What follows belongs to an exercise in optimizing a design on an open flow for small area and a short achievable clock period; a production flow would make more cautious choices.

==> module stage2, before the edit <==
module stage2(s,P1,Q1,P2,Q2,X,Y,M3);
  input [2:0] s;
  input [64:0] P1,Q1,P2,Q2;
  output [31:0] X,Y,M3;
  function [31:0] sum_of;
    input [64:0] p;
    sum_of = p[63] ? {p[64], p[30:0]} : {p[64], p[61:31]};
  endfunction
  function [31:0] diff_of;
    input [64:0] p;
    diff_of = p[63] ? {p[62], p[61:31]} : {p[62], p[30:0]};
  endfunction
  wire [30:0] mA1 = P1[63] ? P1[30:0] : P1[61:31];
  wire [30:0] mC1 = Q1[63] ? Q1[30:0] : Q1[61:31];
  wire [30:0] mD1 = Q1[63] ? Q1[61:31] : Q1[30:0];
  wire [30:0] mA2 = P2[63] ? P2[30:0] : P2[61:31];
  wire [30:0] mC2 = Q2[63] ? Q2[30:0] : Q2[61:31];
  wire [31:0] B2 = diff_of(P2), D2 = diff_of(Q2);
  wire [31:0] M1;
  fm707 m1(.a(B2), .y(M1));
  fm707s m3(.a(D2), .y(M3));
  wire odd = s[0];
  wire rho = s[1] ^ s[2];
  wire sg = odd ? rho : s[1];
  wire [31:0] ra = {odd ? P1[62] : P1[64], (odd == P1[63]) ? P1[61:31] : P1[30:0]};
  wire [31:0] rb = odd ? M1 : {Q1[64], mC1};
  wire [31:0] ia = odd ? {Q1[62], mD1} : {P2[64], mA2};
  wire [31:0] ib = odd ? M1 : {Q2[64], mC2};
  fa_one ur(.a(ra), .b({rb[31] ^ sg, rb[30:0]}), .y(X));
  fa_one ui(.a(ia), .b({ib[31] ^ sg, ib[30:0]}), .y(Y));
endmodule
clock: 72.0 ns
lec_check: 0
abc_area: 1
cap_margin: 20
core_margin: 2
core_utilization: 40
slew_margin: 20
standard.sh (not shown) runs the stock make flow with config.mk's settings and CLKGATE_MAP_FILE= SYNTH_SCRIPT=/design/flow/synth_recipe.tcl, a recipe that flattens the netlist after the stock synthesis.
==> flow/flow/run.sh <==
#!/bin/bash
export SETUP_SLACK_MARGIN=47
export BUFFER_PORTS_ARGS="-buffer_cell sky130_fd_sc_hd__buf_2"
bash standard.sh > standard.log 2>&1
==> next run, changes <==
--- a/flow/design.v
+++ b/flow/design.v
@@ -1209,24 +1209,20 @@
   function [31:0] diff_of;
     input [64:0] p;
     diff_of = p[63] ? {p[62], p[61:31]} : {p[62], p[30:0]};
   endfunction
-  wire [30:0] mA1 = P1[63] ? P1[30:0] : P1[61:31];
-  wire [30:0] mC1 = Q1[63] ? Q1[30:0] : Q1[61:31];
-  wire [30:0] mD1 = Q1[63] ? Q1[61:31] : Q1[30:0];
-  wire [30:0] mA2 = P2[63] ? P2[30:0] : P2[61:31];
-  wire [30:0] mC2 = Q2[63] ? Q2[30:0] : Q2[61:31];
-  wire [31:0] B2 = diff_of(P2), D2 = diff_of(Q2);
+  wire [31:0] A1 = sum_of(P1), B1 = diff_of(P1), C1 = sum_of(Q1), D1 = diff_of(Q1);
+  wire [31:0] A2 = sum_of(P2), B2 = diff_of(P2), C2 = sum_of(Q2), D2 = diff_of(Q2);
   wire [31:0] M1;
   fm707 m1(.a(B2), .y(M1));
   fm707s m3(.a(D2), .y(M3));
   wire odd = s[0];
   wire rho = s[1] ^ s[2];
   wire sg = odd ? rho : s[1];
-  wire [31:0] ra = {odd ? P1[62] : P1[64], (odd == P1[63]) ? P1[61:31] : P1[30:0]};
-  wire [31:0] rb = odd ? M1 : {Q1[64], mC1};
-  wire [31:0] ia = odd ? {Q1[62], mD1} : {P2[64], mA2};
-  wire [31:0] ib = odd ? M1 : {Q2[64], mC2};
+  wire [31:0] ra = odd ? B1 : A1;
+  wire [31:0] rb = odd ? M1 : C1;
+  wire [31:0] ia = odd ? D1 : A2;
+  wire [31:0] ib = odd ? M1 : C2;
   fa_one ur(.a(ra), .b({rb[31] ^ sg, rb[30:0]}), .y(X));
   fa_one ui(.a(ia), .b({ib[31] ^ sg, ib[30:0]}), .y(Y));
 endmodule
 module mux8to1(s,X,Y,M3,real_out,img_out);
After rerunning: The new run completed with no timing, DRC or antenna violations. Worst hold slack gains 0.0086 ns. Non-clock buffer count came out higher by 9. Sequential cell count is unchanged. Utilization goes down by 0.33 points. Design area barely changes. Via count stays flat. Global-route usage came out lower by 0.10 points. Clock skew goes down by 0.038 ns. Routed wire length is about the same. Die area barely changes. First-iteration DRC count rises by 5.3%.
Function was not checked in any run of this note: the RTL went through the layout flow alone.

port drivers added, routing unchanged:
How much do the figures lean on ideal ports? The routed layouts below were timed once more, with nothing changed but the port constraints.
Step 1 sets driving cells, clkbuf_16 on the clock port and buf_2 on the other inputs (assumed; they add their load-dependent delay and slew).
Step 2 moves the port delays by t, midway between the first and last clock arrival at a register: inputs arrive t later, outputs are due t later. That takes back most of the time a late clock gives input paths.
a / b / c = no drivers / after step 1 / after step 2; a / b = the first two.
run | t, ns | setup slack, ns | worst setup path after step 2 | slew at the worst register clock pin (ns) | pins driven straight from the clock port
the first run | 0.660 | 47.656 / 47.585 / 47.051 | input to register | 0.07 / 0.07 | 1
the second run | 0.649 | 47.725 / 47.655 / 47.217 | input to register | 0.07 / 0.07 | 1
After both steps every run listed still meets setup and hold. The setup slack of the first run, which loses most, moves by -0.071 ns with the drivers and by -0.605 ns with both steps.
